This is an optimization exercise on Yosys and OpenROAD, whose aim is small area, a short achievable clock period and few clock cycles per item, not a production implementation.
In this exercise RTL edits were held to simulation tests only and were not proved equivalent to the original.

==> flow/design.v <==
module reliability_LUT(
    input   [6:0]   K,
    output  [127:0] fz,
    output  [31:0]  r0_4,
    output  [15:0]  r0_8,
    output  [7:0]   r0_16,
    output  [3:0]   r0_32,
    output  [1:0]   r0_64,
    output  [15:0]  r1_8,
    output  [7:0]   r1_16,
    output  [3:0]   r1_32
);
    wire [128:1] lt;
    genvar c;
    generate for (c = 1; c <= 128; c = c + 1) begin: g_lt
        assign lt[c] = ({1'b0, K} < c);
    end endgenerate
    assign fz[0] = lt[128];
    assign fz[1] = lt[127];
    assign fz[2] = lt[126];
    assign fz[3] = lt[124];
    assign fz[4] = lt[120];
    assign fz[5] = lt[112];
    assign fz[6] = lt[96];
    assign fz[7] = lt[125];
    assign fz[8] = lt[123];
    assign fz[9] = lt[64];
    assign fz[10] = lt[119];
    assign fz[11] = lt[122];
    assign fz[12] = lt[111];
    assign fz[13] = lt[118];
    assign fz[14] = lt[110];
    assign fz[15] = lt[116];
    assign fz[16] = lt[95];
    assign fz[17] = lt[63];
    assign fz[18] = lt[108];
    assign fz[19] = lt[94];
    assign fz[20] = lt[104];
    assign fz[21] = lt[92];
    assign fz[22] = lt[121];
    assign fz[23] = lt[62];
    assign fz[24] = lt[117];
    assign fz[25] = lt[88];
    assign fz[26] = lt[60];
    assign fz[27] = lt[109];
    assign fz[28] = lt[115];
    assign fz[29] = lt[80];
    assign fz[30] = lt[114];
    assign fz[31] = lt[56];
    assign fz[32] = lt[107];
    assign fz[33] = lt[93];
    assign fz[34] = lt[102];
    assign fz[35] = lt[48];
    assign fz[36] = lt[91];
    assign fz[37] = lt[103];
    assign fz[38] = lt[106];
    assign fz[39] = lt[90];
    assign fz[40] = lt[32];
    assign fz[41] = lt[61];
    assign fz[42] = lt[87];
    assign fz[43] = lt[100];
    assign fz[44] = lt[59];
    assign fz[45] = lt[86];
    assign fz[46] = lt[79];
    assign fz[47] = lt[54];
    assign fz[48] = lt[58];
    assign fz[49] = lt[84];
    assign fz[50] = lt[47];
    assign fz[51] = lt[78];
    assign fz[52] = lt[55];
    assign fz[53] = lt[113];
    assign fz[54] = lt[76];
    assign fz[55] = lt[105];
    assign fz[56] = lt[52];
    assign fz[57] = lt[46];
    assign fz[58] = lt[72];
    assign fz[59] = lt[101];
    assign fz[60] = lt[31];
    assign fz[61] = lt[89];
    assign fz[62] = lt[44];
    assign fz[63] = lt[99];
    assign fz[64] = lt[85];
    assign fz[65] = lt[30];
    assign fz[66] = lt[40];
    assign fz[67] = lt[98];
    assign fz[68] = lt[57];
    assign fz[69] = lt[83];
    assign fz[70] = lt[28];
    assign fz[71] = lt[77];
    assign fz[72] = lt[82];
    assign fz[73] = lt[53];
    assign fz[74] = lt[24];
    assign fz[75] = lt[75];
    assign fz[76] = lt[51];
    assign fz[77] = lt[74];
    assign fz[78] = lt[45];
    assign fz[79] = lt[71];
    assign fz[80] = lt[16];
    assign fz[81] = lt[50];
    assign fz[82] = lt[43];
    assign fz[83] = lt[70];
    assign fz[84] = lt[29];
    assign fz[85] = lt[42];
    assign fz[86] = lt[68];
    assign fz[87] = lt[39];
    assign fz[88] = lt[27];
    assign fz[89] = lt[97];
    assign fz[90] = lt[38];
    assign fz[91] = lt[26];
    assign fz[92] = lt[23];
    assign fz[93] = lt[36];
    assign fz[94] = lt[81];
    assign fz[95] = lt[22];
    assign fz[96] = lt[73];
    assign fz[97] = lt[15];
    assign fz[98] = lt[49];
    assign fz[99] = lt[20];
    assign fz[100] = lt[69];
    assign fz[101] = lt[14];
    assign fz[102] = lt[41];
    assign fz[103] = lt[12];
    assign fz[104] = lt[67];
    assign fz[105] = lt[37];
    assign fz[106] = lt[8];
    assign fz[107] = lt[66];
    assign fz[108] = lt[25];
    assign fz[109] = lt[35];
    assign fz[110] = lt[21];
    assign fz[111] = lt[34];
    assign fz[112] = lt[19];
    assign fz[113] = lt[13];
    assign fz[114] = lt[18];
    assign fz[115] = lt[11];
    assign fz[116] = lt[10];
    assign fz[117] = lt[7];
    assign fz[118] = lt[6];
    assign fz[119] = lt[65];
    assign fz[120] = lt[4];
    assign fz[121] = lt[33];
    assign fz[122] = lt[17];
    assign fz[123] = lt[9];
    assign fz[124] = lt[5];
    assign fz[125] = lt[3];
    assign fz[126] = lt[2];
    assign fz[127] = lt[1];
    assign r0_4[0] = lt[124];
    assign r0_4[1] = lt[96];
    assign r0_4[2] = lt[64];
    assign r0_4[3] = lt[110];
    assign r0_4[4] = lt[63];
    assign r0_4[5] = lt[62];
    assign r0_4[6] = lt[60];
    assign r0_4[7] = lt[56];
    assign r0_4[8] = lt[48];
    assign r0_4[9] = lt[90];
    assign r0_4[10] = lt[32];
    assign r0_4[11] = lt[54];
    assign r0_4[12] = lt[47];
    assign r0_4[13] = lt[55];
    assign r0_4[14] = lt[46];
    assign r0_4[15] = lt[31];
    assign r0_4[16] = lt[30];
    assign r0_4[17] = lt[28];
    assign r0_4[18] = lt[24];
    assign r0_4[19] = lt[45];
    assign r0_4[20] = lt[16];
    assign r0_4[21] = lt[29];
    assign r0_4[22] = lt[26];
    assign r0_4[23] = lt[22];
    assign r0_4[24] = lt[15];
    assign r0_4[25] = lt[12];
    assign r0_4[26] = lt[8];
    assign r0_4[27] = lt[21];
    assign r0_4[28] = lt[11];
    assign r0_4[29] = lt[6];
    assign r0_4[30] = lt[4];
    assign r0_4[31] = lt[1];
    assign r0_8[0] = lt[96];
    assign r0_8[1] = lt[64];
    assign r0_8[2] = lt[62];
    assign r0_8[3] = lt[56];
    assign r0_8[4] = lt[48];
    assign r0_8[5] = lt[32];
    assign r0_8[6] = lt[47];
    assign r0_8[7] = lt[31];
    assign r0_8[8] = lt[28];
    assign r0_8[9] = lt[24];
    assign r0_8[10] = lt[16];
    assign r0_8[11] = lt[22];
    assign r0_8[12] = lt[12];
    assign r0_8[13] = lt[8];
    assign r0_8[14] = lt[6];
    assign r0_8[15] = lt[1];
    assign r0_16[0] = lt[64];
    assign r0_16[1] = lt[56];
    assign r0_16[2] = lt[32];
    assign r0_16[3] = lt[31];
    assign r0_16[4] = lt[24];
    assign r0_16[5] = lt[16];
    assign r0_16[6] = lt[8];
    assign r0_16[7] = lt[1];
    assign r0_32[0] = lt[56];
    assign r0_32[1] = lt[31];
    assign r0_32[2] = lt[16];
    assign r0_32[3] = lt[1];
    assign r0_64[0] = lt[31];
    assign r0_64[1] = lt[1];
    assign r1_8[0] = ~lt[128];
    assign r1_8[1] = ~lt[123];
    assign r1_8[2] = ~lt[121];
    assign r1_8[3] = ~lt[117];
    assign r1_8[4] = ~lt[107];
    assign r1_8[5] = ~lt[100];
    assign r1_8[6] = ~lt[113];
    assign r1_8[7] = ~lt[101];
    assign r1_8[8] = ~lt[98];
    assign r1_8[9] = ~lt[82];
    assign r1_8[10] = ~lt[70];
    assign r1_8[11] = ~lt[97];
    assign r1_8[12] = ~lt[73];
    assign r1_8[13] = ~lt[67];
    assign r1_8[14] = ~lt[65];
    assign r1_8[15] = ~lt[33];
    assign r1_16[0] = ~lt[128];
    assign r1_16[1] = ~lt[121];
    assign r1_16[2] = ~lt[107];
    assign r1_16[3] = ~lt[113];
    assign r1_16[4] = ~lt[98];
    assign r1_16[5] = ~lt[97];
    assign r1_16[6] = ~lt[73];
    assign r1_16[7] = ~lt[65];
    assign r1_32[0] = ~lt[128];
    assign r1_32[1] = ~lt[113];
    assign r1_32[2] = ~lt[98];
    assign r1_32[3] = ~lt[73];
endmodule
module pe #(parameter W = 14) (
    input  signed [W-1:0] a,
    input  signed [W-1:0] b,
    input                 g,       
    input                 u,
    output signed [W:0]   z,
    output                sS,      
    output                sD,      
    output                nzo      
);
    wire signed [W:0] S = a + b;
    wire signed [W:0] D = b - a;
    wire sa = a[W-1];
    wire sb = b[W-1];
    wire sel = (sa == sb) ? (D[W] ^ ~sa) : (S[W] ^ sa);
    wire signed [W:0] ax = a;
    wire signed [W:0] bx = b;
    wire signed [W:0] na = sb ? -ax : ax;
    wire signed [W:0] nb = sa ? -bx : bx;
    wire signed [W:0] fz = sel ? na : nb;
    assign z  = g ? (u ? D : S) : fz;
    assign sS = S[W];
    assign sD = D[W];
    wire [W:0] ax1 = ax, bx1 = bx;
    wire sz = ((ax1 ^ bx1) == {(ax1[W-1:0] | bx1[W-1:0]), 1'b0});
    wire dz = (a == b);
    assign nzo = g ? ~(u ? dz : sz) : (|a & |b);
endmodule
module polar_decoder (
    input           clk,
    input           rst_n,
    input           module_en,
    output          proc_done,
    output  [ 10:0] raddr,
    input   [191:0] rdata,
    output  [  5:0] waddr,
    output  [139:0] wdata
);
    integer i, j;
    genvar gi;
    localparam ST_IDLE = 3'd0, ST_P1 = 3'd1, ST_PZ = 3'd2, ST_TOP = 3'd3,
               ST_TREE = 3'd4, ST_CWZ = 3'd5, ST_KF = 3'd6, ST_DONE = 3'd7;
    reg [2:0]  st;
    reg [6:0]  K, Kn, P;
    reg        knv, kf2, pcap;
    reg [5:0]  p;
    reg [10:0] cwbase;       
    reg [1:0]  q;
    reg [3:0]  ts;
    reg [2:0]  lv;
    reg [2:0]  pos;
    reg        actg;
    reg [1:0]  lstep;
    reg [1:0]  blr, ul;
    reg [10:0] raddr_r;
    reg [5:0]  waddr_r;
    reg        wd_clr, cwd1, dn1;
    reg [5:0]  p_d;
    reg        done;
    reg [126:0] wd;
    reg [6:0]  dec_idx;
    assign raddr = raddr_r;
    assign waddr = waddr_r;
    assign wdata = {13'd0, wd};
    assign proc_done = done;
    reg [191:0] hold, hold2;
    reg signed [13:0] B5 [0:31];
    reg signed [14:0] B4 [0:15];
    reg signed [15:0] B3 [0:7];
    reg signed [16:0] B2 [0:3];
    reg [3:0] nz2r;
    reg signed [17:0] B1 [0:1];
    reg [3:0]  PS4;
    reg [7:0]  PS8;
    reg [15:0] PS16;
    reg [31:0] PS32;
    reg [63:0] PS64;
    reg        pv, pvo, pr1;
    reg [2:0]  pfs;
    reg [1:0]  pchunk;
    reg [3:0]  praw;
    reg [3:0]  pfz, pcomb, pmask;
    reg [4:0]  pw;
    wire [3:0]  PS4e;
    wire [7:0]  PS8e;
    wire [15:0] PS16e;
    wire [63:0] PS64e;
    wire [127:0] fz;
    wire [31:0]  r0_4;
    wire [15:0]  r0_8, r1_8;
    wire [7:0]   r0_16;
    wire [3:0]   r0_32;
    wire [1:0]   r0_64;
    wire [7:0]   r1_16;
    wire [3:0]   r1_32;
    reliability_LUT lut (.K(K), .fz(fz), .r0_4(r0_4), .r0_8(r0_8), .r0_16(r0_16),
                         .r0_32(r0_32), .r0_64(r0_64), .r1_8(r1_8), .r1_16(r1_16), .r1_32(r1_32));
    wire [6:0] Kx = (st == ST_KF) ? rdata[16:10] : Kn;
    wire [127:0] fzx_unused;
    wire [31:0]  r0x_4;
    wire [15:0]  r0x_8, r1x_8;
    wire [7:0]   r0x_16;
    wire [3:0]   r0x_32;
    wire [1:0]   r0x_64;
    wire [7:0]   r1x_16;
    wire [3:0]   r1x_32;
    reliability_LUT lutx (.K(Kx), .fz(fzx_unused), .r0_4(r0x_4), .r0_8(r0x_8), .r0_16(r0x_16),
                          .r0_32(r0x_32), .r0_64(r0x_64), .r1_8(r1x_8), .r1_16(r1x_16), .r1_32(r1x_32));
    wire [1:0] firstq_x = !r0x_32[0] ? 2'd0 : !r0x_32[1] ? 2'd1 : !r0x_32[2] ? 2'd2 : 2'd3;
    wire       zero_x   = (Kx == 7'd0);
    wire [1:0] firstq   = !r0_32[0] ? 2'd0 : !r0_32[1] ? 2'd1 : !r0_32[2] ? 2'd2 : 2'd3;
    wire [4:0] Q  = {q, pos};           
    wire [3:0] fzq = fz[{Q, 2'b00} +: 4];
    wire in_top  = (st == ST_TOP);
    wire in_tree = (st == ST_TREE);
    reg m_topa, m_topb, m_l5, m_l4, m_l3, m_l2;
    reg s_b5lo, s_b4lo;        
    reg we5a, we5b, we4;
    reg r0left;
    always @* begin
        case (lv)
        3'd5: r0left = r0_16[{q, 1'b0}];
        3'd4: r0left = r0_8[{q, pos[2], 1'b0}];
        default: r0left = r0_4[{q, pos[2:1], 1'b0}];
        endcase
    end
    wire tree_g = actg | r0left;              
    wire tree_u_en = actg & ~r0left;
    reg [1:0] topk;
    always @* begin
        case (ts)
        4'd3: topk = 2'd2;
        4'd5: topk = 2'd0;
        4'd7: topk = 2'd3;
        default: topk = 2'd1;
        endcase
    end
    wire signed [18:0] pz [0:15];
    wire ps_S [0:15];
    wire ps_D [0:15];
    wire [15:0] pnz;
    generate for (gi = 0; gi < 16; gi = gi + 1) begin: g_pe
        localparam W = (gi < 2) ? 17 : (gi < 4) ? 16 : (gi < 8) ? 15 : 14;
        localparam [3:0] GI = gi;
        reg signed [W-1:0] a, b;
        reg gg, uu;
        wire signed [W-1:0] h2 = $signed(hold2[12*gi +: 12]);
        wire signed [W-1:0] h1 = $signed(hold[12*gi +: 12]);
        wire [W-1:0] b5hi = B5[16 + gi];
        wire [W-1:0] b5lo = B5[gi];
        wire [W-1:0] b4lo = B4[gi];
        wire tg = m_topa ? q[1] : m_topb ? q[0] : (tree_g & ~m_l2);
        wire tu = (m_topa & q[1] & ~r0_64[0] & PS64e[{topk, GI}]) |
                  (m_topb & q[0] & ~r0_32[{q[1], 1'b0}] & PS32[{ts[3], GI}]) |
                  (tree_u_en & ((m_l5 & PS16e[gi]) | (m_l4 & PS8e[gi & 7]) | (m_l3 & PS4e[gi & 3])));
        if (gi >= 8) begin: c5
            always @* begin
                a = ({W{m_topa}} & h2) | ({W{m_topb}} & b4lo) | ({W{m_l5}} & b5hi);
                b = ({W{m_topa}} & h1) | ({W{s_b5lo}} & b5lo);
            end
        end else if (gi >= 4) begin: c4
            wire [W-1:0] b4hi = B4[8 + gi];
            always @* begin
                a = ({W{m_topa}} & h2) | ({W{s_b4lo}} & b4lo) | ({W{m_l5}} & b5hi);
                b = ({W{m_topa}} & h1) | ({W{s_b5lo}} & b5lo) | ({W{m_l4}} & b4hi);
            end
        end else if (gi >= 2) begin: c3
            wire [W-1:0] b4hi = B4[8 + gi];
            wire [W-1:0] b3lo = B3[gi];
            wire [W-1:0] b3hi = B3[4 + gi];
            always @* begin
                a = ({W{m_topa}} & h2) | ({W{s_b4lo}} & b4lo) | ({W{m_l5}} & b5hi) | ({W{m_l3}} & b3lo);
                b = ({W{m_topa}} & h1) | ({W{s_b5lo}} & b5lo) | ({W{m_l4}} & b4hi) | ({W{m_l3}} & b3hi);
            end
        end else begin: c2
            wire [W-1:0] b4hi = B4[8 + gi];
            wire [W-1:0] b3lo = B3[gi];
            wire [W-1:0] b3hi = B3[4 + gi];
            wire [W-1:0] b2lo = B2[gi];
            wire [W-1:0] b2hi = B2[2 + gi];
            always @* begin
                a = ({W{m_topa}} & h2) | ({W{s_b4lo}} & b4lo) | ({W{m_l5}} & b5hi) | ({W{m_l3}} & b3lo) | ({W{m_l2}} & b2lo);
                b = ({W{m_topa}} & h1) | ({W{s_b5lo}} & b5lo) | ({W{m_l4}} & b4hi) | ({W{m_l3}} & b3hi) | ({W{m_l2}} & b2hi);
            end
        end
        always @* begin
            gg = tg; uu = tu;
        end
        wire signed [W:0] z;
        pe #(.W(W)) u_pe (.a(a), .b(b), .g(gg), .u(uu), .z(z), .sS(ps_S[gi]), .sD(ps_D[gi]), .nzo(pnz[gi]));
        assign pz[gi] = z;
    end endgenerate
    wire [3:0] sgn2, nz2;
    generate for (gi = 0; gi < 4; gi = gi + 1) begin: g_l2
        assign sgn2[gi] = B2[gi][16];
        assign nz2[gi]  = nz2r[gi];
    end endgenerate
    wire caseL = fzq[0] & ~fzq[1];
    wire caseR = fzq[2] & ~fzq[3];
    wire signed [18:0] b1sum = B1[0] + B1[1];
    wire sl0 = (sgn2[0] ^ sgn2[2]) & nz2[0] & nz2[2];
    wire sl1 = (sgn2[1] ^ sgn2[3]) & nz2[1] & nz2[3];
    wire lu0 = ~fzq[0] & (sl0 ^ sl1);
    wire lu1 = ~fzq[1] & (fzq[0] ? b1sum[18] : sl1);
    wire lbl0 = lu0 ^ lu1;
    wire lbl1 = lu1;
    wire signed [17:0] S02 = B2[0] + B2[2];
    wire signed [17:0] D02 = B2[2] - B2[0];
    wire signed [17:0] S13 = B2[1] + B2[3];
    wire signed [17:0] D13 = B2[3] - B2[1];
    wire sr0 = lbl0 ? D02[17] : S02[17];
    wire sr1 = lbl1 ? D13[17] : S13[17];
    wire lu2 = ~fzq[2] & (sr0 ^ sr1);
    wire n0 = (lstep == 2'd2) ? blr[0] : lbl0;
    wire n1 = (lstep == 2'd2) ? blr[1] : lbl1;
    wire [18:0] x0 = {{2{B2[0][16]}}, B2[0]} ^ {19{n0}};
    wire [18:0] x1 = {{2{B2[1][16]}}, B2[1]} ^ {19{n1}};
    wire [18:0] x2 = {{2{B2[2][16]}}, B2[2]};
    wire [18:0] x3 = {{2{B2[3][16]}}, B2[3]};
    wire [18:0] cs1s = x0 ^ x2 ^ x3;
    wire [18:0] cs1c = {(x0[17:0] & x2[17:0]) | (x0[17:0] & x3[17:0]) | (x2[17:0] & x3[17:0]), n0};
    wire [18:0] cs2s = cs1s ^ cs1c ^ x1;
    wire [18:0] cs2c = {(cs1s[17:0] & cs1c[17:0]) | (cs1s[17:0] & x1[17:0]) | (cs1c[17:0] & x1[17:0]), n1};
    wire [18:0] sum4 = cs2s + cs2c;
    wire lu3 = ~fzq[3] & (fzq[2] ? sum4[18] : sr1);
    wire [7:0] sgn3;
    wire nozero3;
    reg  [7:0] nz3;
    generate for (gi = 0; gi < 8; gi = gi + 1) begin: g_l3
        assign sgn3[gi] = B3[gi][15];
        always @* nz3[gi] = |B3[gi];
    end endgenerate
    assign nozero3 = &nz3;
    wire [15:0] sgn4;
    wire [31:0] sgn5;
    reg  [15:0] nz4;
    reg  [31:0] nz5;
    generate for (gi = 0; gi < 16; gi = gi + 1) begin: g_l4
        assign sgn4[gi] = B4[gi][14];
        always @* nz4[gi] = |B4[gi];
    end endgenerate
    generate for (gi = 0; gi < 32; gi = gi + 1) begin: g_l5
        assign sgn5[gi] = B5[(gi + 16) % 32][13];
        always @* nz5[gi] = |B5[gi];
    end endgenerate
    wire r1ok3 = m_l3 & ~actg & r1_8[{q, pos[2:1]}] & nozero3;
    wire r1ok4 = m_l4 & ~actg & r1_16[{q, pos[2]}] & (&nz4);
    wire r1ok5 = m_l5 & ~actg & r1_32[q] & (&nz5);
    wire r1ok = r1ok3 | r1ok4 | r1ok5;
    wire r1last = (lv == 3'd3) | ((lv == 3'd4) & (lstep == 2'd1)) | ((lv == 3'd5) & (lstep == 2'd3));
    reg [31:0] lastq;
    always @* begin
        for (i = 0; i < 32; i = i + 1) begin
            lastq[i] = 1'b1;
            for (j = 0; j < 32; j = j + 1)
                if (j > i && (j / 8) == (i / 8)) lastq[i] = lastq[i] & r0_4[j];
        end
    end
    wire [3:0] moreq = {1'b0, ~r0_32[3], ~(r0_32[3] & r0_32[2]), ~(r0_32[3] & r0_32[2] & r0_32[1])};
    wire [10:0] nbase = moreq[q] ? cwbase : cwbase + 11'd33;
    wire [3:0]  entry_ts  = early ? 4'd3 : alt ? 4'd2 : 4'd1;
    wire [10:0] entry_off = early ? 11'd4 : alt ? 11'd0 : 11'd6;
    reg [2:0]  st_n;
    reg [6:0]  K_n, Kn_n, P_n;
    reg        knv_n, kf2_n, pcap_n;
    reg [5:0]  p_n;
    reg [10:0] cwbase_n, raddr_n;
    reg [1:0]  q_n;
    reg [3:0]  ts_n;
    reg [2:0]  lv_n, pos_n;
    reg        actg_n;
    reg [1:0]  lstep_n, blr_n, ul_n;
    reg        wd_clr_n, done_n, cwd1_n, dn1_n;
    reg        fin;           
    reg [2:0]  fs;            
    reg [3:0]  leafu;         
    reg        oute;          
    reg        early, early_n;    
    reg        alt, alt_n;        
    reg [3:0]  ccomb, cmask;  
    reg [4:0]  cw;            
    reg        cw_done;
    reg        go;
    reg [2:0]  k;
    always @* begin
        st_n = st; K_n = K; Kn_n = Kn; P_n = P; knv_n = knv; kf2_n = 1'b0; pcap_n = 1'b0;
        p_n = p; cwbase_n = cwbase; raddr_n = raddr_r; q_n = q; ts_n = ts;
        lv_n = lv; pos_n = pos; actg_n = actg; lstep_n = lstep; blr_n = blr; ul_n = ul;
        alt_n = ~alt;
        wd_clr_n = cwd1; cwd1_n = 1'b0; dn1_n = dn1; done_n = 1'b0;
        fin = 1'b0; fs = 3'd2; leafu = 4'd0;
        oute = 1'b0; ccomb = 0; cmask = 0; cw = 0;
        cw_done = 1'b0; go = 1'b0;
        case (st)
        ST_IDLE: begin
            raddr_n = 11'd1;
            if (module_en && !done) begin
                K_n = rdata[16:10];
                p_n = 6'd0;
                cwbase_n = 11'd2;
                knv_n = 1'b0;
                wd_clr_n = 1'b1;
                raddr_n = 11'd0;
                st_n = ST_P1;
            end
        end
        ST_P1: begin
            if (K == 7'd0) begin
                st_n = ST_PZ;
            end else begin
                st_n = ST_TOP; ts_n = 4'd0; q_n = firstq;
                raddr_n = cwbase + 11'd2;
                pcap_n = 1'b1;
            end
        end
        ST_PZ: begin
            P_n = rdata[6:0];
            st_n = ST_CWZ;
        end
        ST_CWZ: begin
            cw_done = 1'b1;
        end
        ST_KF: begin
            if (kf2) begin
                K_n = rdata[16:10];
                if (zero_x) st_n = ST_CWZ;
                else begin
                    st_n = ST_TOP; ts_n = 4'd0; q_n = firstq_x;
                    raddr_n = cwbase + 11'd2;
                end
            end else kf2_n = 1'b1;
        end
        ST_TOP: begin
            if (pcap) P_n = rdata[6:0];
            ts_n = ts + 4'd1;
            case (ts)
            4'd0: raddr_n = cwbase + 11'd6;
            4'd1: raddr_n = cwbase + 11'd0;
            4'd2: raddr_n = cwbase + 11'd4;
            4'd3: raddr_n = cwbase + 11'd3;
            4'd4: raddr_n = cwbase + 11'd7;
            4'd5: raddr_n = cwbase + 11'd1;
            4'd6: raddr_n = cwbase + 11'd5;
            4'd7: raddr_n = cwbase + 11'd32;     
            default: ;
            endcase
            if (ts == 4'd9) begin
                Kn_n = rdata[16:10];
                knv_n = 1'b1;
            end
            if (ts == 4'd10) begin
                raddr_n = nbase + 11'd2; alt_n = 1'b0;
                st_n = ST_TREE; lv_n = 3'd5; pos_n = 3'd0; actg_n = 1'b0; lstep_n = 2'd0;
            end
        end
        ST_TREE: begin
            raddr_n = alt ? nbase + 11'd2 : nbase + 11'd6;
            if (lv == 3'd2) begin
                case (lstep)
                2'd0: begin
                    if (caseL) begin
                        lstep_n = 2'd1;
                    end else begin
                        fin = 1'b1; fs = 3'd2;
                        leafu = {lu3, lu2, lu1, lu0};
                    end
                end
                2'd1: begin
                    if (caseR) begin
                        ul_n = {lu1, lu0};
                        blr_n = {lbl1, lbl0};
                        lstep_n = 2'd2;
                    end else begin
                        fin = 1'b1; fs = 3'd2;
                        leafu = {lu3, lu2, lu1, lu0};
                    end
                end
                default: begin
                    fin = 1'b1; fs = 3'd2;
                    leafu = {lu3, 1'b0, ul[1], ul[0]};
                end
                endcase
            end else if (r1ok) begin
                oute = 1'b1;
                if (r1last) begin
                    fin = 1'b1; fs = lv;
                end else begin
                    lstep_n = lstep + 2'd1;
                end
            end else begin
                lv_n = lv - 3'd1;
                actg_n = 1'b0;
                lstep_n = 2'd0;
                if (tree_g) begin
                    case (lv)
                    3'd5: pos_n = pos + 3'd4;
                    3'd4: pos_n = pos + 3'd2;
                    default: pos_n = pos + 3'd1;
                    endcase
                end
            end
        end
        ST_DONE: begin
            dn1_n = 1'b1;
            if (dn1) begin
                done_n = 1'b1;
                st_n = ST_IDLE;
                dn1_n = 1'b0;
            end
            raddr_n = 11'd1;
        end
        default: st_n = ST_IDLE;
        endcase
        if (fin) begin
            lstep_n = 2'd0;
        end
        if (fin && fs == 3'd2) oute = 1'b1;
        cmask = {~r0_32[{q[1], 1'b0}], ~r0_16[{q, 1'b0}], ~r0_8[{q, pos[2], 1'b0}], ~r0_4[{Q[4:1], 1'b0}]};
        go = fin & (fs == 3'd2);
        if (go) begin
            if (pos[0]) begin
                ccomb[0] = 1'b1;
            end else if (!r0_4[{Q[4:1], 1'b1}]) begin
                cw[0] = 1'b1; go = 1'b0;
                lv_n = 3'd3; pos_n = {pos[2:1], 1'b0}; actg_n = 1'b1;
            end
        end
        go = go | (fin & (fs == 3'd3));
        if (go) begin
            if (pos[1]) begin
                ccomb[1] = 1'b1;
            end else if (!r0_8[{q, pos[2], 1'b1}]) begin
                cw[1] = 1'b1; go = 1'b0;
                lv_n = 3'd4; pos_n = {pos[2], 2'b00}; actg_n = 1'b1;
            end
        end
        go = go | (fin & (fs == 3'd4));
        if (go) begin
            if (pos[2]) begin
                ccomb[2] = 1'b1;
            end else if (!r0_16[{q, 1'b1}]) begin
                cw[2] = 1'b1; go = 1'b0;
                lv_n = 3'd5; pos_n = 3'd0; actg_n = 1'b1;
            end
        end
        go = go | (fin & (fs == 3'd5));
        if (go) begin
            if (q[0]) begin
                ccomb[3] = 1'b1;
            end else if (!r0_32[{q[1], 1'b1}]) begin
                cw[3] = 1'b1; go = 1'b0;
                st_n = ST_TOP; ts_n = entry_ts; q_n = {q[1], 1'b1};
                raddr_n = cwbase + entry_off;
            end
        end
        if (go) begin
            if (!q[1] && !r0_64[1]) begin
                cw[4] = 1'b1; go = 1'b0;
                st_n = ST_TOP; ts_n = entry_ts; q_n = r0_32[2] ? 2'd3 : 2'd2;
                raddr_n = cwbase + entry_off;
            end else begin
                cw_done = 1'b1;
            end
        end
        if (cw_done) begin
            if (p == P - 7'd1) begin
                st_n = ST_DONE;
            end else begin
                p_n = p + 6'd1;
                cwbase_n = cwbase + 11'd33;
                cwd1_n = 1'b1;
                knv_n = 1'b0;
                if (knv) begin
                    K_n = Kn;
                    if (zero_x) st_n = ST_CWZ;
                    else begin
                        st_n = ST_TOP; ts_n = (st == ST_TREE) ? entry_ts : 4'd0; q_n = firstq_x;
                        raddr_n = cwbase + 11'd33 + ((st == ST_TREE) ? entry_off : 11'd2);
                    end
                end else begin
                    st_n = ST_KF;
                    raddr_n = cwbase + 11'd32;
                end
            end
        end
        early_n = 1'b0;
        if (st_n == ST_TREE && lv_n == 3'd2 && nx_one && lastq[{q_n, pos_n}]) begin
            if (alt && (moreq[q_n] || (p != P - 7'd1 && knv && Kn != 7'd0))) begin
                early_n = 1'b1; raddr_n = nbase;
            end
        end
    end
    wire [3:0] fzq_n = fz[{q_n, pos_n, 2'b00} +: 4];
    wire nx_one = (lstep_n == 2'd0) ? ~(fzq_n[0] & ~fzq_n[1]) :
                  (lstep_n == 2'd1) ? ~(fzq_n[2] & ~fzq_n[3]) : 1'b1;
    always @(posedge clk or negedge rst_n) begin
        if (!rst_n) begin
            early <= 1'b0; alt <= 1'b0;
            st <= ST_IDLE; K <= 0; Kn <= 0; P <= 0; knv <= 0; kf2 <= 0; pcap <= 0;
            p <= 0; cwbase <= 0; raddr_r <= 11'd1; q <= 0; ts <= 0;
            lv <= 0; pos <= 0; actg <= 0; lstep <= 0; blr <= 0; ul <= 0;
            wd_clr <= 0; done <= 0; waddr_r <= 0; cwd1 <= 0; dn1 <= 0; p_d <= 0;
            pv <= 0; pvo <= 0;
        end else begin
            st <= st_n; K <= K_n; Kn <= Kn_n; P <= P_n; knv <= knv_n; kf2 <= kf2_n; pcap <= pcap_n;
            p <= p_n; cwbase <= cwbase_n; raddr_r <= raddr_n; q <= q_n; ts <= ts_n;
            lv <= lv_n; pos <= pos_n; actg <= actg_n; lstep <= lstep_n; blr <= blr_n; ul <= ul_n;
            wd_clr <= wd_clr_n; done <= done_n; cwd1 <= cwd1_n; dn1 <= dn1_n;
            p_d <= p; waddr_r <= p_d; early <= early_n; alt <= alt_n;
            pv <= fin; pvo <= oute;
        end
    end
    wire tn = (st_n == ST_TOP);
    wire rn = (st_n == ST_TREE);
    always @(posedge clk or negedge rst_n) begin
        if (!rst_n) begin
            s_b5lo <= 0; s_b4lo <= 0; m_topa <= 0; m_topb <= 0; m_l5 <= 0; m_l4 <= 0; m_l3 <= 0; m_l2 <= 0;
            we5a <= 0; we5b <= 0; we4 <= 0;
        end else begin
            m_topa <= tn & ((ts_n == 4'd3) | (ts_n == 4'd5) | (ts_n == 4'd7) | (ts_n == 4'd9));
            m_topb <= tn & ((ts_n == 4'd6) | (ts_n == 4'd10));
            s_b5lo <= (tn & ((ts_n == 4'd6) | (ts_n == 4'd10))) | (rn & (lv_n == 3'd5));
            s_b4lo <= (tn & ((ts_n == 4'd6) | (ts_n == 4'd10))) | (rn & (lv_n == 3'd4));
            m_l5   <= rn & (lv_n == 3'd5);
            m_l4   <= rn & (lv_n == 3'd4);
            m_l3   <= rn & (lv_n == 3'd3);
            m_l2   <= rn & (lv_n == 3'd2);
            we5a   <= tn & ((ts_n == 4'd3) | (ts_n == 4'd7) | (ts_n == 4'd10));
            we5b   <= tn & (ts_n == 4'd6);
            we4    <= (tn & ((ts_n == 4'd5) | (ts_n == 4'd9))) | (rn & (lv_n == 3'd5));
        end
    end
    always @(posedge clk) begin
        pfs <= lv; pr1 <= (lv != 3'd2); pchunk <= lstep;
        praw <= leafu; pfz <= fzq;
        pcomb <= ccomb; pmask <= cmask; pw <= cw & {5{fin}};
    end
    wire        pwv = pv;
    reg  [7:0] X;
    always @* begin
        case (pfs)
        3'd3: X = sgn3;
        3'd4: X = pchunk[0] ? sgn4[15:8] : (sgn4[7:0] ^ sgn4[15:8]);
        default: begin
            case (pchunk)
            2'd0: X = sgn5[7:0] ^ sgn5[15:8] ^ sgn5[23:16] ^ sgn5[31:24];
            2'd1: X = sgn5[15:8] ^ sgn5[31:24];
            2'd2: X = sgn5[23:16] ^ sgn5[31:24];
            default: X = sgn5[31:24];
            endcase
        end
        endcase
    end
    reg  [7:0] pbt;
    reg  [7:0] poutc;
    reg  [3:0] poutn;
    reg  [2:0] kk;
    always @* begin
        pbt = pr1 ? X : {4'd0, praw};
        for (i = 0; i < 8; i = i + 1) if ((i & 1) == 0) pbt[i] = pbt[i] ^ pbt[i+1];
        for (i = 0; i < 8; i = i + 1) if ((i & 2) == 0) pbt[i] = pbt[i] ^ pbt[i+2];
        for (i = 0; i < 8; i = i + 1) if ((i & 4) == 0) pbt[i] = pbt[i] ^ pbt[i+4];
        poutc = 8'd0;
        if (pr1) begin
            poutc = pbt;
            poutn = 4'd8;
        end else begin
            kk = 3'd0;
            for (i = 0; i < 4; i = i + 1) begin
                if (!pfz[i]) begin
                    poutc[kk] = praw[i];
                    kk = kk + 3'd1;
                end
            end
            poutn = {1'b0, kk};
        end
    end
    wire [3:0]  pb4  = pbt[3:0];
    wire [7:0]  pb8  = (pfs == 3'd3) ? sgn3 : pcomb[0] ? {pb4, (PS4 & {4{pmask[0]}}) ^ pb4} : {4'd0, pb4};
    wire [15:0] pb16 = (pfs == 3'd4) ? sgn4 : pcomb[1] ? {pb8, (PS8 & {8{pmask[1]}}) ^ pb8} : {8'd0, pb8};
    wire [31:0] pb32 = (pfs == 3'd5) ? sgn5 : pcomb[2] ? {pb16, (PS16 & {16{pmask[2]}}) ^ pb16} : {16'd0, pb16};
    wire [63:0] pb64 = pcomb[3] ? {pb32, (PS32 & {32{pmask[3]}}) ^ pb32} : {32'd0, pb32};
    wire w4  = pwv & pw[0];
    wire w8  = pwv & pw[1];
    wire w16 = pwv & pw[2];
    wire w32 = pwv & pw[3];
    wire w64 = pwv & pw[4];
    assign PS4e  = w4  ? pb4  : PS4;
    assign PS8e  = w8  ? pb8  : PS8;
    assign PS16e = w16 ? pb16 : PS16;
    assign PS64e = w64 ? pb64 : PS64;
    wire [127:0] onehot = 128'd1 << dec_idx;
    reg  [126:0] wd_n;
    always @* begin
        for (i = 0; i < 127; i = i + 1) begin
            wd_n[i] = wd[i];
            for (j = 0; j < 8; j = j + 1)
                if (i >= j) wd_n[i] = wd_n[i] | (onehot[i-j] & poutc[j]);
        end
    end
    always @(posedge clk) begin
        if (wd_clr) begin
            wd <= 0;
            dec_idx <= 0;
        end else if (pvo) begin
            wd <= wd_n;
            dec_idx <= dec_idx + poutn;
        end
    end
    always @(posedge clk) begin
        hold  <= rdata;
        hold2 <= hold;
        if (w4)  PS4  <= pb4;
        if (w8)  PS8  <= pb8;
        if (w16) PS16 <= pb16;
        if (w32) PS32 <= pb32;
        if (w64) PS64 <= pb64;
        for (i = 0; i < 16; i = i + 1) begin
            if (we5a) B5[i] <= pz[i][13:0];
            if (we5b) B5[16+i] <= pz[i][13:0];
            if (we4)  B4[i] <= pz[i][14:0];
        end
        for (i = 0; i < 8; i = i + 1)
            if (m_l4) B3[i] <= pz[i][15:0];
        for (i = 0; i < 4; i = i + 1)
            if (m_l3) begin
                B2[i] <= pz[i][16:0];
                nz2r[i] <= pnz[i];
            end
        for (i = 0; i < 2; i = i + 1)
            if (m_l2 && lstep == 2'd0) B1[i] <= pz[i][17:0];
    end
endmodule
==> flow/run.sh <==
#!/bin/bash
# synth_recipe.tcl (not shown) runs the flow's synth.tcl, then flattens the netlist and writes it again
# the make line also repeats each setting of config.mk as NAME=value (left out here)
make -C /OpenROAD-flow-scripts/flow DESIGN_CONFIG=/design/flow/config.mk WORK_HOME=/design/flow/orfs CLKGATE_MAP_FILE= SYNTH_SCRIPT=/design/flow/synth_recipe.tcl finish
==> flow/config.mk <==
export PLATFORM = sky130hd
export DESIGN_NAME = polar_decoder
export DESIGN_NICKNAME = polar_decoder
export VERILOG_FILES = /design/flow/design.v
export SDC_FILE = /design/flow/constraint.sdc
export NUM_CORES = 8
export LEC_CHECK = 0
export CAP_MARGIN = 20
export CORE_MARGIN = 2
export CORE_UTILIZATION = 40
export SLEW_MARGIN = 20
==> flow/constraint.sdc <==
create_clock -name core_clock -period 12.0 [get_ports {clk}]
set_input_delay 2.4000 -clock core_clock [delete_from_list [all_inputs] [get_ports {clk}]]
set_output_delay 2.4000 -clock core_clock [all_outputs]
set_load 0.01 [all_outputs]
==> results.txt, run 1 <==
Sink Count -> 1697
Max FO, Critical Path -> 26
drt via density -> 6.34
largest net degree at the start of global routing -> 130
final hold vios -> 0
via count -> 110k
setup TNS -> 0 ns
DRT Wirelength -> 471000 um
slew margin rel. -> 16.1%
worst hold-check path type -> flip-flop to flip-flop
Top Ports -> 353
final worst path period need -> 8.28 ns
Post-Syn Instances -> 13.3k
die width -> 548 um
GRT overflow -> 0
vias in the first global route -> 101k
CTS Hold Buffers Added -> 0
CP max stage cell -> dfrtp_1
XOR/XNOR share of the synthesized area -> 6.21%
critical path type -> flip-flop to flip-flop
CTS buffer count -> 195
Yosys top cell area share -> 24.2%
1st-iter DRT viols -> 16.8k
RD Place Congestion -> 0.978
CP Launch Type -> flip-flop
YS warnings -> 11
Final Util -> 44.9%
status -> complete, no violations
RSZ-0062 raised after global routing -> false
met2 WL -> 203000 um
worst skew pair latency -> 0.92 ns
CTS clk-pin slew, worst paths -> 0.06 ns
Initial Util -> 40.3%
input/output buffers -> 339
synth-to-layout area growth -> 11.6%
Pre-Repair DR Iteration Count -> 14
max incr delay on CP -> 0.89 ns
chip height -> 548 um
adder-cell share of the synthesized area -> 8.57%
RR Startpoint -> K[1]
post-route insts no fill -> 17.3k
Crit. End Element -> flip-flop
Main synth FF type -> edfxtp_1
initial antenna violation count -> 26
nets -> 14.1k
met1 wire length -> 196000 um
# fillers -> 28.7k
# Max-Cap Violations -> 0
post-DR wirelength/cell -> 27.2 um
Synth Area in Compound Gates -> 24.2%
CTS resizes -> 0
clock buffer depth -> 4
mux contribution to synthesized area -> 2.89%
post-CTS setup buffers -> 0
required time of the critical path -> 12.78 ns
final setup fails -> 0
Rows -> 199
Die ar. -> 0.301 sq mm
Async SR Flop Fraction -> 6.13%
total core area -> 0.294 sq mm
Tightest Pin Transition -> 1.25 ns
Layout Skew -> 0.0900 ns
share of the clock period used by the worst path -> 69.0%
Critical Path AT -> 9.06 ns
Critical path origin -> K[1]
post-synthesis sequential area ratio -> 37.2%
Post-synth EDFFs -> 956
first-pass GRT wire length -> 687000 um
Detail Route Antenna Nets -> 0
top routing layer used -> met5
hpwl dp -> 350000 um
Peak Freq -> 121 MHz
Global Route Usage Sum -> 30.0%
CTS H-tree lvls -> 4
Cell variety after synth -> 119
post-synthesis simple-gate area fraction -> 15.4%
DRC violations left -> 0
Mapped Area -> 0.118 sq mm
Area contributors post-synth -> edfxtp_1 (24%), dfxtp_1 (11%), ha_1 (7.3%)
area leader, netlist -> edfxtp_1
layout cells sized above 1 -> 5.69%
Post-synth top cells -> nor2_1 (1209), nand2_1 (1151), edfxtp_1 (956), a21oi_1 (828), inv_1 (798)
most numerous cell in the Yosys netlist -> nor2_1
largest family of logic cells by synthesized area -> compound AO/OA/AOI/OAI gates
Slew Limit Fails -> 0
synthesis-stage register bit count -> 1697
Avg Synthesized Cell Area -> 8.93 sq um
root buf cell -> clkbuf_16
Hold Crit Start -> hold[174]
CTS tree -> yes
Placed Cells incl. Taps -> 16.9k
metal3 WL -> 47100 um
==> cells in the final DEF, fill, tap and decap left out, types with 233 or more instances in the layout <==
cell type,count
o21ai_0,562
nor4_1,259
nor3_1,407
nor2_1,1202
mux2i_1,261
edfxtp_1,956
a211oi_1,285
a22oi_1,265
a222oi_1,247
a221o_1,251
nand2_1,1149
nand3_1,258
dfxtp_1,637
a21oi_1,822
clkdlybuf4s50_1,338
o21bai_1,233
xnor2_1,605
inv_1,797
ha_1,695
==> stage by stage <==
step,cell area (sq um),hold WS (ns),setup slack (ns)
after global routing,132000,0.341,3.20
after detailed placement,126000,0.336,3.89
final,132000,0.339,3.72
after global placement,126000,0.341,3.94
after floorplan,119000,0.324,3.82
after CTS,132000,0.329,3.86
==> kinds of logic (layout without fill, tap and decap cells) <==
kind of cell | Yosys count | in the layout
AO/OA/AOI/OAI | 4010 | 4010
AND/OR/NAND/NOR | 3956 | 3956
flip-flops | 1697 | 1697
buffers and inverters | 1693 | 1740
XOR/XNOR | 822 | 822
adder cells (fa/ha/maj) | 768 | 768
multiplexers | 324 | 324
other | 1 | 60
==> worst paths after layout <==
check,to,slack (ns),cells past startpoint
min,hold2[174],0.34,0
min reg2reg,hold2[174],0.34,0
max reg2reg,praw[3],3.72,33
max in group asynchronous,m_topb,8.95,2
min in group asynchronous,p_d[2],1.64,1
max,praw[3],3.72,33
==> layout make-up <==
type / count / area (sq um) / share of cell area [%]
Antenna cell: 47 / 118 / 0.0890
Clock buffer: 254 / 5370 / 4.06
Clock inverter: 108 / 1100 / 0.831
Inverter: 809 / 3040 / 2.30
Multi-Input combinational cell: 9893 / 68200 / 51.6
Sequential cell: 1697 / 44100 / 33.4
Tap cell: 3919 / 4900 / 3.71
Timing Repair Buffer: 569 / 5280 / 4.00
==> state kept, by name, summed over array words and instances (netlist names), 5 cells and up <==
name / cells
hold: 192
dec_idx: 7
PS64: 64
waddr_r: 6
p: 6
PS16: 16
PS8: 8
pw: 5
hold2: 192
p_d: 6
B1: 36
K: 7
cwbase: 11
wd: 127
P: 7
PS32: 32
B2: 68
B4: 240
B5: 448
Kn: 7
B3: 128
raddr_r: 11
==> worst max-delay path: cells and delay by family, from the launching register on <==
| family | cells | cell delay, ns |
|---|---|---|
| compound gates | 12 | 2.54 |
| flops | 1 | 0.89 |
| fa+ha+maj | 3 | 1.26 |
| mux | 2 | 0.26 |
| xor+xnor | 3 | 0.91 |
| simple gates | 8 | 1.16 |
| buf+inv | 5 | 1.16 |
==> routing by layer <==
metal	global-route usage (%)	vias to the layer above
met2	45.6	6286
met1	41.5	52800
li1	-	49500
met4	13.7	16
met3	5.03	978
met5	0	-
Testbench counts, summed over its fixed seeds: cycles 65,847, packets 864.
==> inputs of run 2 (changes only) <==
--- a/flow/config.mk
+++ b/flow/config.mk
@@ -10,2 +10,3 @@
 export CORE_UTILIZATION = 40
+export SETUP_SLACK_MARGIN = 5
 export SLEW_MARGIN = 20
==> results.txt, run 2 <==
status -> complete, no violations
largest net degree at the start of global routing -> 118 (-9.2%)
Top reg by flops -> B5
Yosys top cell area share -> 24.2% (unchanged)
Post-Syn Instances -> 13.3k (unchanged)
Critical Path AT -> 7.65 ns (-1.41 ns)
Pre-Repair DR Iteration Count -> 13 (-1)
Main synth FF type -> edfxtp_1
vias in the first global route -> 101k (-0.17%)
Die ar. -> 0.301 sq mm (unchanged)
Detail Route Antenna Nets -> 0 (unchanged)
met1 wire length -> 194000 um (-1.0%)
top routing layer used -> met5
Avg Synthesized Cell Area -> 8.93 sq um (unchanged)
share of the clock period used by the worst path -> 57.7% (-11 points)
final hold slack -> 0.332 ns (-0.00685 ns)
CP Buf/Inv Count -> 4 (-1)
final setup fails -> 0 (unchanged)
max incr delay on CP -> 0.60 ns (-0.29 ns)
drt via density -> 6.33 (about the same)
1st-iter DRT viols -> 15.7k (-6.6%)
layout cells sized above 1 -> 6.86% (+1.2 points)
CTS tree -> yes
slew margin rel. -> 21.2% (+5.1 points)
Async SR Flop Fraction -> 6.13% (unchanged)
required time of the critical path -> 12.73 ns (-0.05 ns)
Area contributors post-synth -> edfxtp_1 (24%), dfxtp_1 (11%), ha_1 (7.3%)
metal3 WL -> 49700 um (+5.4%)
DRT Wirelength -> 473000 um (+0.45%)
Crit. End Element -> flip-flop
first-pass GRT wire length -> 685000 um (-0.33%)
final hold vios -> 0 (unchanged)
GRT overflow -> 0 (unchanged)
most numerous cell in the Yosys netlist -> nor2_1
worst skew pair latency -> 0.92 ns (about the same)
die width -> 548 um (unchanged)
total core area -> 0.294 sq mm (unchanged)
DRC violations left -> 0 (unchanged)
Worst path most repeated cell -> a21o_1
CTS clk-pin slew, worst paths -> 0.07 ns (about the same)
CTS Hold Buffers Added -> 0 (unchanged)
YS warnings -> 11 (unchanged)
post-DR wirelength/cell -> 27.3 um (+0.19%)
via count -> 110k (+0.21%)
Post-synth top cells -> nor2_1 (1209), nand2_1 (1151), edfxtp_1 (956), a21oi_1 (828), inv_1 (798)
CTS buffer count -> 195 (unchanged)
Top Family by Delay on Critical Path -> compound AO/OA/AOI/OAI gates
biggest regs -> B5 x448, B4 x240
max reg flops -> 448 (unchanged)
Max FO, Critical Path -> 49 (+88%)
Slew Limit Fails -> 0 (unchanged)
input/output buffers -> 339 (unchanged)
area leader, netlist -> edfxtp_1
Global Route Usage Sum -> 29.9% (-0.067 points)
post-synthesis sequential area ratio -> 37.2% (unchanged)
Cell variety after synth -> 119 (unchanged)
setup TNS -> 0 ns (unchanged)
chip height -> 548 um (unchanged)
root buf cell -> clkbuf_16
final worst path period need -> 6.93 ns (-1.35 ns)
RD Place Congestion -> 0.999 (+2.1%)
met2 WL -> 202000 um (-0.45%)
worst hold-check path type -> flip-flop to flip-flop
Top Ports -> 353 (unchanged)
synth-to-layout area growth -> 12.7%
Rows -> 199 (unchanged)
Peak Freq -> 144 MHz (+20%)
Post-synth EDFFs -> 956 (unchanged)
nets -> 14.2k (+0.33%)
commonest cells after routing, fill and taps aside -> nor2_1 (1201), nand2_1 (1144), edfxtp_1 (956)
Tightest Pin Transition -> 1.18 ns (-0.0695 ns)
critical path type -> flip-flop to flip-flop
CP Launch Type -> flip-flop
Layout Skew -> 0.0782 ns (-0.0118 ns)
Sink Count -> 1697 (unchanged)
commonest non-fill, non-tap cell in the layout -> nor2_1
Initial Util -> 40.3% (unchanged)
# Max-Cap Violations -> 0 (unchanged)
synthesis-stage register bit count -> 1697 (unchanged)
initial antenna violation count -> 35 (+35%)
CTS H-tree lvls -> 4 (unchanged)
RSZ-0062 raised after global routing -> true
CP max stage cell -> dfrtp_4
hpwl dp -> 350000 um (+0.18%)
clock buffer depth -> 4 (unchanged)
Mapped Area -> 0.118 sq mm (unchanged)
## run 2: cell counts after synthesis
No cell type changed its count.
## run 2: final timing paths
check	startpoint	to	slack, ns	cells after the start
worst min register to register	p_d[4]	waddr_r[4]	0.33	0
worst max register to register	K[6]	praw[2]	5.07	30
worst max-delay path	K[6]	praw[2]	5.07	30
worst min-delay path	p_d[4]	waddr_r[4]	0.33	0
max in group asynchronous	rst_n	m_l3	8.99	2
min in group asynchronous	rst_n	done	1.67	1
## run 2: kinds of logic after synthesis
logic type | count (synthesis) | synth area share [%]
XOR/XNOR | 822 | 6.21
AND/OR/NAND/NOR | 3956 | 15.4
adder cells (fa/ha/maj) | 768 | 8.57
buffers and inverters | 1693 | 5.52
AO/OA/AOI/OAI | 4010 | 24.2
multiplexers | 324 | 2.89
other | 1 | 0.00317
flip-flops | 1697 | 37.2
## run 2: area by class of cell
class	count	area, sq um
Timing Repair Buffer	614	5740
Inverter	809	3040
Tap cell	3919	4900
Clock inverter	106	1210
Sequential cell	1697	44100
Multi-Input combinational cell	9894	68900
Clock buffer	254	5460
Fill cell	28600	161000
Antenna cell	49	123
## run 2: layer usage
layer | track usage [%] | up-vias
met5 | 0 | -
met2 | 45.6 | 6445
met4 | 14.1 | 10
met3 | 5.25 | 1074
met1 | 41.1 | 52700
li1 | - | 49600
## run 2: stage by stage
| step | cells | setup slack, ns | instance area, sq um | util (%) |
|---|---|---|---|---|
| 6_report | 17300 | 5.07 | 133000 | 45.4 |
| 5_1_grt | 17300 | 4.79 | 133000 | 45.3 |
| 4_1_cts | 17300 | 5.01 | 133000 | 45.1 |
| 3_5_place_dp | 16900 | 3.59 | 126000 | 42.7 |
| 3_3_place_gp | 16900 | 3.91 | 125000 | 42.6 |
| 2_1_floorplan | 13300 | 5.04 | 119000 | - |
## run 2: what timing repair did
action / in CTS / in global routing
setup endpoints to repair: 556 / 737
pin swaps: 6 / 15
cloned: 1 / 2
resized for setup: 77 / 96
buffers inserted: 9 / 28

separate check: timing with driven ports:
In the flow no input, the clock included, has a driving cell. The finished layouts below were timed again as built, in two steps.
Step 1: set_driving_cell puts a clkbuf_16 on clk and a buf_2 on each other input, an assumption about the parent block.
Step 2 times the ports against the registers' clock, not the clock port: input delays grow and output delays shrink by t, the midpoint of the rising clock arrivals with the driver on.
a / b / c = ideal ports / drivers / drivers and shift; a / b = the first two.
| run | t, ns | slack for setup (ns) | worst hold slack (ns) | clock arrival spread, ns | cell pins on the clock port's net |
|---|---|---|---|---|---|
| run 1 | 0.970 | 3.721 / 3.721 / 3.721 | 0.339 / 0.339 / 0.339 | 0.093 / 0.093 | 1 |
| run 2 | 0.985 | 5.074 / 5.074 / 4.825 | 0.332 / 0.332 / 0.332 | 0.078 / 0.079 | 1 |
After both steps setup and hold are still met in every run listed. For run 2, which loses most, drivers alone change the setup slack by 0.000 ns; drivers and shift together by -0.249 ns.
